What follows belongs to an exercise in optimizing a design on an open flow for small area and a short achievable clock period; a production flow would make more cautious choices.
RTL that was checked went through simulation tests only; none was proved equivalent to the original.
Power figures rest on the tool's default switching activity, not on a simulated workload.

pine:
Design RISCuva0, start of the top module:
module RISCuva0 ( clk, reset,
                  progAddress, progData, progReset,
                  dataIn, dataOut,
                  portAddress, portRead, portWrite,
                  intReq, intAck );
    input        clk, reset;
    output [9:0] progAddress;
    input [13:0] progData;
    output       progReset;
    input  [7:0] dataIn;
    output [7:0] dataOut;
    output [7:0] portAddress;
    output       portRead;
    output       portWrite;
    input        intReq;
    output       intAck;
    wire [1:0] opA = progData[13:12];
    wire [1:0] opB = progData[11:10];
    wire [1:0] opC = progData[9:8];
    wire [3:0] rM  = progData[7:4];
    wire [3:0] rN  = progData[3:0];
    wire [9:0] immAddr = progData[9:0];
    wire [7:0] immData = progData[11:4];
    wire MISC = (opA == 2'b00);
    wire JP   = (opA == 2'b01);
    wire LOAD = (opA == 2'b10);
    wire ALU  = (opA == 2'b11);
    wire rets    = MISC & (opB == 2'b10);
    wire onRet   = rets & ~opC[1];               
    wire isRETI  = rets & (opC == 2'b01);
    wire isDI    = rets & (opC == 2'b10);
    wire isEI    = rets & (opC == 2'b11);
    wire isCALL  = MISC & (opB == 2'b00);
    wire writeRF = opA[1];                       
    logic [7:0]  rf [0:15];
  ...
For scale: about 1200 cells after synthesis, ~350 flip-flops, roughly 17000 um2 of cells after synthesis.
==> module RISCuva0_dec16, before the edit <==
module RISCuva0_dec16 (
    input  [3:0]  a,
    output [15:0] y);
    wire [3:0] lo, hi;
    RISCuva0_dec4 declo (.a(a[1:0]), .y(lo));
    RISCuva0_dec4 dechi (.a(a[3:2]), .y(hi));
    RISCuva0_and16 comb (.hi(hi), .lo(lo), .y(y));
endmodule
==> module RISCuva0_dec4, before the edit <==
module RISCuva0_dec4 (
    input  [1:0] a,
    output [3:0] y);
    assign y = 4'd1 << a;
endmodule
==> module RISCuva0_and16, before the edit <==
module RISCuva0_and16 (
    input  [3:0]  hi, lo,
    output [15:0] y);
    assign y = {{4{hi[3]}} & lo, {4{hi[2]}} & lo, {4{hi[1]}} & lo, {4{hi[0]}} & lo};
endmodule
==> flow/config.mk <==
export PLATFORM = sky130hd
export DESIGN_NAME = RISCuva0
export DESIGN_NICKNAME = RISCuva0
export VERILOG_FILES = /design/flow/design.v
export SDC_FILE = /design/flow/constraint.sdc
export NUM_CORES = 4
export LEC_CHECK = 0
export CAP_MARGIN = 20
export CORE_MARGIN = 2
export CORE_UTILIZATION = 50
export CTS_BUF_LIST = sky130_fd_sc_hd__clkbuf_8
export CTS_CLUSTER_DIAMETER = 50
export CTS_CLUSTER_SIZE = 16
export SETUP_SLACK_MARGIN = 2.5
export SLEW_MARGIN = 20
export SYNTH_HIERARCHICAL = 1
export SYNTH_MINIMUM_KEEP_SIZE = 0
==> flow/constraint.sdc <==
create_clock -name core_clock -period 7.0 [get_ports {clk}]
set_input_delay 1.4000 -clock core_clock [delete_from_list [all_inputs] [get_ports {clk}]]
set_output_delay 1.4000 -clock core_clock [all_outputs]
set_load 0.01 [all_outputs]
standard.sh (not shown) runs the stock make flow with config.mk's settings and CLKGATE_MAP_FILE= SYNTH_SCRIPT=/design/flow/synth_recipe.tcl, a recipe that flattens the netlist after the stock synthesis.
==> flow/flow/run.sh <==
#!/bin/bash
# The standard layout with two changes: plain buf_2 cells as the port buffers
# (instead of the delay cells that buffer_ports picks by default), and clock
# tree synthesis without dummy loads at the clock tree's leaves. Each tool's
# output is in standard.log and orfs/logs/.
set -euo pipefail
bash standard.sh \
  "BUFFER_PORTS_ARGS=-buffer_cell sky130_fd_sc_hd__buf_2" \
  "CTS_ARGS=-sink_clustering_enable -repair_clock_nets -buf_list sky130_fd_sc_hd__clkbuf_8 -sink_clustering_size 16 -sink_clustering_max_diameter 80 -dont_use_dummy_load" \
  finish > standard.log 2>&1
What oak does differently from pine at the input level:
--- a/flow/design.v
+++ b/flow/design.v
@@ -211,17 +211,4 @@
     input  [3:0]  a,
     output [15:0] y);
-    wire [3:0] lo, hi;
-    RISCuva0_dec4 declo (.a(a[1:0]), .y(lo));
-    RISCuva0_dec4 dechi (.a(a[3:2]), .y(hi));
-    RISCuva0_and16 comb (.hi(hi), .lo(lo), .y(y));
-endmodule
-module RISCuva0_dec4 (
-    input  [1:0] a,
-    output [3:0] y);
-    assign y = 4'd1 << a;
-endmodule
-module RISCuva0_and16 (
-    input  [3:0]  hi, lo,
-    output [15:0] y);
-    assign y = {{4{hi[3]}} & lo, {4{hi[2]}} & lo, {4{hi[1]}} & lo, {4{hi[0]}} & lo};
-endmodule
+    assign y = 16'd1 << a;
+endmodule
--- outcome ---
When oak is set beside pine, its total power turns out to be about 0.9% smaller.
Design area is higher on pine
oak vs. pine: number of different library cells in the post-synthesis netlist +3, clock network area share level, slew at the pin closest to its max-slew limit now smaller.
As far as share of synthesized cell area in full adder, half adder and majority cells is concerned, oak and pine perform about the same.
Comparing cell internal power dissipation for pine and oak, the smaller number came from oak.
Maximum vdd drop came out higher on oak than on pine.
Relative to pine, die area increased by 1000 um2 in oak.
Register clock-pin slew on the reported worst setup and hold paths (oak over pine): increase, 0.03 ns
Global-route wire length before repair: oak vs pine — no meaningful difference
pine has a lower proportion of cell area occupied by registers than oak.
The worst hold slack of oak is higher than that of pine.
Re fraction of power spent switching nets: oak is 0.20 points down on pine.
No functional check of the RTL was part of any run of this note.

== P ==
Another version of the RTL of RISCuva0 (not shown whole).
Size in the first run: about 1200 cells after synthesis, about 350 flip-flops, roughly 55 I/O pins.
export LEC_CHECK = 0
export CAP_MARGIN = 20
export CORE_MARGIN = 2
export CORE_UTILIZATION = 50
export CTS_BUF_LIST = sky130_fd_sc_hd__clkbuf_8
export CTS_CLUSTER_DIAMETER = 50
export CTS_CLUSTER_SIZE = 16
export SETUP_SLACK_MARGIN = 2.3
export SLEW_MARGIN = 20
export SYNTH_HIERARCHICAL = 1
export SYNTH_MINIMUM_KEEP_SIZE = 0
create_clock -name core_clock -period 7.0 [get_ports {clk}]
==> flow/flow/run.sh <==
#!/bin/bash
# The standard layout with two changes: plain buf_2 cells as the port buffers
# (instead of the delay cells that buffer_ports picks by default), and clock
# tree synthesis without dummy loads at the clock tree's leaves. Each tool's
# output is in standard.log and orfs/logs/.
set -euo pipefail
bash standard.sh \
  "BUFFER_PORTS_ARGS=-buffer_cell sky130_fd_sc_hd__buf_2" \
  "CTS_ARGS=-sink_clustering_enable -repair_clock_nets -buf_list sky130_fd_sc_hd__clkbuf_8 -sink_clustering_size 16 -sink_clustering_max_diameter 50 -dont_use_dummy_load" \
  finish > standard.log 2>&1
In summary, P completed successfully, with a layout that passed the timing, design-rule and antenna checks.
For Q, these inputs were changed with respect to P:
--- a/flow/design.v
+++ b/flow/design.v
@@ -150,20 +150,22 @@
     always_comb
         case (opB)
             2'b00: validFlag =  zeroFlag;
             2'b01: validFlag = ~zeroFlag;
             2'b10: validFlag =  carryFlag;
             default: validFlag = ~carryFlag;
         endcase
     wire       onJump = (MISC & ~opB[1]) | (JP & validFlag);
     wire [9:0] incrPC = callingIRQ ? PC : PC + 10'd1;
-    wire [9:0] nextPC = onJump ? {immAddr[9:1], immAddr[0] | callingIRQ} :
-                        onRet  ? stackTop[9:0] : incrPC;
+    wire [9:0] nextPC;
+    RISCuva0_pcmux pcmux (.jump(onJump), .ret(onRet),
+        .target({immAddr[9:1], immAddr[0] | callingIRQ}), .retAddr(stackTop[9:0]),
+        .incr(incrPC), .q(nextPC));
     always @(posedge clk)
         if (reset) PC <= 10'd0;
         else       PC <= nextPC;
     assign progAddress = nextPC;
     assign progReset   = reset | validIRQ;
     always @(posedge clk)
         if (reset)       SP <= 4'd15;
         else if (isCALL) SP <= SPp1;
         else if (onRet)  SP <= SP - 4'd1;
@@ -187,9 +189,15 @@
     input  [7:0]  other,
     output [7:0]  q,
     output [7:0]  qp);
     assign q = ({8{sel[0]}}  & d0)  | ({8{sel[1]}}  & d1)  | ({8{sel[2]}}  & d2)  | ({8{sel[3]}}  & d3)
              | ({8{sel[4]}}  & d4)  | ({8{sel[5]}}  & d5)  | ({8{sel[6]}}  & d6)  | ({8{sel[7]}}  & d7)
              | ({8{sel[8]}}  & d8)  | ({8{sel[9]}}  & d9)  | ({8{sel[10]}} & d10) | ({8{sel[11]}} & d11)
              | ({8{sel[12]}} & d12) | ({8{sel[13]}} & d13) | ({8{sel[14]}} & d14) | ({8{sel[15]}} & d15);
     assign qp = pass ? q : other;
 endmodule
+module RISCuva0_pcmux (
+    input        jump, ret,
+    input  [9:0] target, retAddr, incr,
+    output [9:0] q);
+    assign q = jump ? target : ret ? retAddr : incr;
+endmodule
Results
Delta (Q minus P): number of non-clock inverters shrank by 5; transition at the pin with the smallest max-transition slack rose by 0.0064 ns; wire length fell 6.3%; summed area of non-filler cells in the final layout has decreased; post-route worst setup slack up 0.036 ns. For number of CTS-inserted buffers, dividing the value from P by the value from Q gives 0.944. Combined global-route utilization of all metal layers in Q is 1.7 points lower than in P. Fill cell total of the finished layout up 33 in Q wrt P. Between Q and P, the worst reg-to-reg path cell count is lower for P. A worst setup path category of register to output port is what P shows, while input pin to output port belongs to Q.

quartz:
Starting RTL as in the previous note.
export LEC_CHECK = 0
export CAP_MARGIN = 20
export CORE_MARGIN = 2
export CORE_UTILIZATION = 50
export CTS_BUF_LIST = sky130_fd_sc_hd__clkbuf_8
export CTS_CLUSTER_DIAMETER = 50
export CTS_CLUSTER_SIZE = 16
export SETUP_SLACK_MARGIN = 2.3
export SLEW_MARGIN = 20
export SYNTH_HIERARCHICAL = 1
export SYNTH_MINIMUM_KEEP_SIZE = 0
create_clock -name core_clock -period 7.0 [get_ports {clk}]
==> flow/flow/run.sh <==
#!/bin/bash
# The standard layout with two changes: plain buf_2 cells as the port buffers
# (instead of the delay cells that buffer_ports picks by default), and clock
# tree synthesis without dummy loads at the clock tree's leaves. Each tool's
# output is in standard.log and orfs/logs/.
set -euo pipefail
bash standard.sh \
  "BUFFER_PORTS_ARGS=-buffer_cell sky130_fd_sc_hd__buf_2" \
  "CTS_ARGS=-sink_clustering_enable -repair_clock_nets -buf_list sky130_fd_sc_hd__clkbuf_8 -sink_clustering_size 16 -sink_clustering_max_diameter 80 -dont_use_dummy_load" \
  finish > standard.log 2>&1
quartz ended with every stage complete and zero timing, DRC or antenna violations.
Input-level comparison between maple and quartz:
diff --git a/flow/design.v b/flow/design.v
--- a/flow/design.v
+++ b/flow/design.v
@@ -99,24 +99,26 @@
     always_comb
         case ({opA[0], opB})
             3'b100:  otherRes = logicALU;
             3'b110:  otherRes = shiftALU;
             3'b111:  otherRes = dataIn;
             default: otherRes = immData;
         endcase
     wire       isArith  = opA[0] & (opB == 2'b01);
-    wire [7:0] dataBus  = isArith ? arithALU  : otherRes;
+    wire [7:0] dataBusLo, dataBusHi;
+    RISCuva0_resmux resLo (.arith(isArith), .a(arithALU), .b(otherRes), .q(dataBusLo));
+    RISCuva0_resmux resHi (.arith(isArith), .a(arithALU), .b(otherRes), .q(dataBusHi));
     wire       dataZero = isArith ? arithZero : (otherRes == 8'h00);
     always @(posedge clk)
         for (int i = 0; i < 16; i++)
             if (reset && i < 2)
                 rf[i] <= (i == 1) ? 8'd1 : 8'd0;
             else if (~reset && writeRF && rN == i)
-                rf[i] <= dataBus;
+                rf[i] <= (i < 8) ? dataBusLo : dataBusHi;
     always @(posedge clk)
         if (reset)
             lastPort <= 8'hFF;
         else if (portRead | portWrite)
             lastPort <= portAddress;
     wire mayIRQ   = ~(rets | portWrite | portRead);
     wire validIRQ = intReq & ~intAckR & userEI & mayIRQ;
     always @(posedge clk) begin
@@ -151,18 +153,20 @@
         case (opB)
             2'b00: validFlag =  zeroFlag;
             2'b01: validFlag = ~zeroFlag;
             2'b10: validFlag =  carryFlag;
             default: validFlag = ~carryFlag;
         endcase
     wire       onJump = (MISC & ~opB[1]) | (JP & validFlag);
     wire [9:0] incrPC = callingIRQ ? PC : PC + 10'd1;
-    wire [9:0] nextPC = onJump ? {immAddr[9:1], immAddr[0] | callingIRQ} :
-                        onRet  ? stackTop[9:0] : incrPC;
+    wire [9:0] nextPC;
+    RISCuva0_pcmux pcmux (.jump(onJump), .ret(onRet),
+        .target({immAddr[9:1], immAddr[0] | callingIRQ}), .retAddr(stackTop[9:0]),
+        .incr(incrPC), .q(nextPC));
     always @(posedge clk)
         if (reset) PC <= 10'd0;
         else       PC <= nextPC;
     assign progAddress = nextPC;
     assign progReset   = reset | validIRQ;
     always @(posedge clk)
         if (reset)       SP <= 4'd15;
         else if (isCALL) SP <= SPp1;
@@ -188,8 +192,20 @@
     output [7:0]  q,
     output [7:0]  qp);
     assign q = ({8{sel[0]}}  & d0)  | ({8{sel[1]}}  & d1)  | ({8{sel[2]}}  & d2)  | ({8{sel[3]}}  & d3)
              | ({8{sel[4]}}  & d4)  | ({8{sel[5]}}  & d5)  | ({8{sel[6]}}  & d6)  | ({8{sel[7]}}  & d7)
              | ({8{sel[8]}}  & d8)  | ({8{sel[9]}}  & d9)  | ({8{sel[10]}} & d10) | ({8{sel[11]}} & d11)
              | ({8{sel[12]}} & d12) | ({8{sel[13]}} & d13) | ({8{sel[14]}} & d14) | ({8{sel[15]}} & d15);
     assign qp = pass ? q : other;
 endmodule
+module RISCuva0_pcmux (
+    input        jump, ret,
+    input  [9:0] target, retAddr, incr,
+    output [9:0] q);
+    assign q = jump ? target : ret ? retAddr : incr;
+endmodule
+module RISCuva0_resmux (
+    input        arith,
+    input  [7:0] a, b,
+    output [7:0] q);
+    assign q = arith ? a : b;
+endmodule
[summary]
maple and quartz all finish clean.
Relative to quartz, the worst path arrival time of maple is lower by 0.05 ns.
maple vs quartz: average detailed-routed wire length per instance up
Share of the final layout cell area in multi-input gates, maple and quartz: larger value in maple
maple: wire length is about 3.4% higher than what quartz reported.
quartz → maple: aggregate global-route resource usage roughly the same, via count of the first global-routing pass higher, utilization after layout higher, clock sink count roughly the same.
maple: non-clock buffer count lower than quartz
Final hold slack in maple is 0.0089 ns below quartz.
Compared with quartz, in maple post-route non-filler standard cell count rose by 23, parity-gate share of the synthesized area counting xor and xnor cells has remained practically unchanged, met1 track demand over resource in global routing fell by 1.3 points.
Only the layout flow was run in maple; the RTL was not checked for function there.

RISCuva0, a different RTL version from the one above (not shown whole).
For scale: ~1300 cells after synthesis, ~350 flip-flops, ~55 I/O pins.
clock: 7.0 ns
lec_check: 0
cap_margin: 20
core_margin: 2
core_utilization: 50
cts_buf_list: sky130_fd_sc_hd__clkbuf_8
cts_cluster_diameter: 50
cts_cluster_size: 16
setup_slack_margin: 2.5
slew_margin: 20
synth_hierarchical: 1
synth_minimum_keep_size: 0
==> flow/flow/run.sh <==
#!/bin/bash
# The standard layout, with plain buf_2 cells as the port buffers instead of
# the delay cells that buffer_ports picks by default. Each tool's output is
# in standard.log and orfs/logs/.
set -euo pipefail
bash standard.sh "BUFFER_PORTS_ARGS=-buffer_cell sky130_fd_sc_hd__buf_2" finish > standard.log 2>&1
Rerun with:
--- a/flow/design.v
+++ b/flow/design.v
@@ -125,20 +125,19 @@
         else if (isEI) userEI <= 1'b1;
         if (reset)         intAckR <= 1'b0;
         else if (validIRQ) intAckR <= 1'b1;
         else if (isRETI)   intAckR <= 1'b0;
         if (reset) callingIRQ <= 1'b0;
         else       callingIRQ <= validIRQ;
     end
     wire [3:0]  SPp1     = SP + 4'd1;
     wire [11:0] stackTop;
-    wire [15:0] selS = 16'd1 << SP;
-    RISCuva0_read16 #(12) readS (.sel(selS), .d0(stackMem[0]), .d1(stackMem[1]), .d2(stackMem[2]),
+    RISCuva0_mux16 #(12) muxS (.sel(SP), .d0(stackMem[0]), .d1(stackMem[1]), .d2(stackMem[2]),
         .d3(stackMem[3]), .d4(stackMem[4]), .d5(stackMem[5]), .d6(stackMem[6]), .d7(stackMem[7]),
         .d8(stackMem[8]), .d9(stackMem[9]), .d10(stackMem[10]), .d11(stackMem[11]),
         .d12(stackMem[12]), .d13(stackMem[13]), .d14(stackMem[14]), .d15(stackMem[15]), .q(stackTop));
     always @(posedge clk)
         if (isRETI)
             {carryFlag, zeroFlag} <= stackTop[11:10];
         else begin
             if (writeRF)
                 zeroFlag <= dataZero;
@@ -165,18 +164,28 @@
     assign progReset   = reset | validIRQ;
     always @(posedge clk)
         if (reset)       SP <= 4'd15;
         else if (isCALL) SP <= SPp1;
         else if (onRet)  SP <= SP - 4'd1;
     always @(posedge clk)
         if (isCALL)
             stackMem[SPp1] <= {carryFlag, zeroFlag, incrPC};
 endmodule
-module RISCuva0_read16 #(parameter W = 8) (
-    input  [15:0]  sel,
+module RISCuva0_mux16 #(parameter W = 8) (
+    input  [3:0]   sel,
     input  [W-1:0] d0, d1, d2, d3, d4, d5, d6, d7, d8, d9, d10, d11, d12, d13, d14, d15,
     output [W-1:0] q);
-    assign q = ({W{sel[0]}}  & d0)  | ({W{sel[1]}}  & d1)  | ({W{sel[2]}}  & d2)  | ({W{sel[3]}}  & d3)
-             | ({W{sel[4]}}  & d4)  | ({W{sel[5]}}  & d5)  | ({W{sel[6]}}  & d6)  | ({W{sel[7]}}  & d7)
-             | ({W{sel[8]}}  & d8)  | ({W{sel[9]}}  & d9)  | ({W{sel[10]}} & d10) | ({W{sel[11]}} & d11)
-             | ({W{sel[12]}} & d12) | ({W{sel[13]}} & d13) | ({W{sel[14]}} & d14) | ({W{sel[15]}} & d15);
+    wire [W-1:0] a = sel[1] ? (sel[0] ? d3  : d2)  : (sel[0] ? d1  : d0);
+    wire [W-1:0] b = sel[1] ? (sel[0] ? d7  : d6)  : (sel[0] ? d5  : d4);
+    wire [W-1:0] c = sel[1] ? (sel[0] ? d11 : d10) : (sel[0] ? d9  : d8);
+    wire [W-1:0] d = sel[1] ? (sel[0] ? d15 : d14) : (sel[0] ? d13 : d12);
+    assign q = sel[3] ? (sel[2] ? d : c) : (sel[2] ? b : a);
 endmodule
+module RISCuva0_read16 (
+    input  [15:0] sel,
+    input  [7:0]  d0, d1, d2, d3, d4, d5, d6, d7, d8, d9, d10, d11, d12, d13, d14, d15,
+    output [7:0]  q);
+    assign q = ({8{sel[0]}}  & d0)  | ({8{sel[1]}}  & d1)  | ({8{sel[2]}}  & d2)  | ({8{sel[3]}}  & d3)
+             | ({8{sel[4]}}  & d4)  | ({8{sel[5]}}  & d5)  | ({8{sel[6]}}  & d6)  | ({8{sel[7]}}  & d7)
+             | ({8{sel[8]}}  & d8)  | ({8{sel[9]}}  & d9)  | ({8{sel[10]}} & d10) | ({8{sel[11]}} & d11)
+             | ({8{sel[12]}} & d12) | ({8{sel[13]}} & d13) | ({8{sel[14]}} & d14) | ({8{sel[15]}} & d15);
+endmodule
=>
- clock skew decreases by 0.014 ns
- clock-buffer cell count increases by 1
- worst setup slack improves by 0.074 ns
- worst hold slack improves by 0.0039 ns
- combinational power increases by 10%
- wire length increases by 0.75%
- cell count decreases by 2.5%
- non-clock buffer count stays the same
- final area increases by 2.5%
- die area increases by 2.5%
- clock power stays flat
- global-route usage decreases by 0.39 points
- sequential share of layout area decreases by 1.3 points
Function was not checked in any run of this note: the RTL went through the layout flow alone.

-- what the ideal ports hide --
The results above use ideal ports. As a check the final layouts listed here were re-extracted and re-timed, cells and wires unchanged.
Step 1 assumes that a clkbuf_16 drives the clock port and a buf_2 every other input.
Step 2 also shifts input and output timing later by t, the mid clock arrival at the registers, as if the neighbouring blocks saw the same clock.
Slacks: ideal ports / drivers / drivers and shift; pairs: ideal ports / drivers.
| run | t, ns | slack for setup (ns) | latest minus earliest clock arrival (ns) | worst register clock-pin slew, ns |
|---|---|---|---|---|
| pine | 0.634 | 2.401 / 2.289 / 1.914 | 0.036 / 0.036 | 0.11 / 0.11 |
| oak | 0.644 | 2.513 / 2.307 / 1.846 | 0.036 / 0.036 | 0.11 / 0.11 |
| P | 0.576 | 2.332 / 2.279 / 1.845 | 0.096 / 0.096 | 0.10 / 0.10 |
| Q | 0.576 | 2.367 / 2.316 / 1.788 | 0.099 / 0.099 | 0.10 / 0.10 |
| quartz | 0.640 | 2.268 / 2.243 / 1.778 | 0.060 / 0.060 | 0.11 / 0.11 |
| maple | 0.623 | 2.323 / 2.298 / 1.760 | 0.072 / 0.072 | 0.11 / 0.11 |
| the first run of note 4 | 0.609 | 2.373 / 2.254 / 1.846 | 0.061 / 0.061 | 0.10 / 0.10 |
| the second run of note 4 | 0.598 | 2.447 / 2.319 / 1.847 | 0.045 / 0.046 | 0.10 / 0.10 |
After both steps setup and hold are still met in every run listed. The setup slack of oak, which loses most, moves by -0.206 ns with the drivers and by -0.667 ns with both steps.
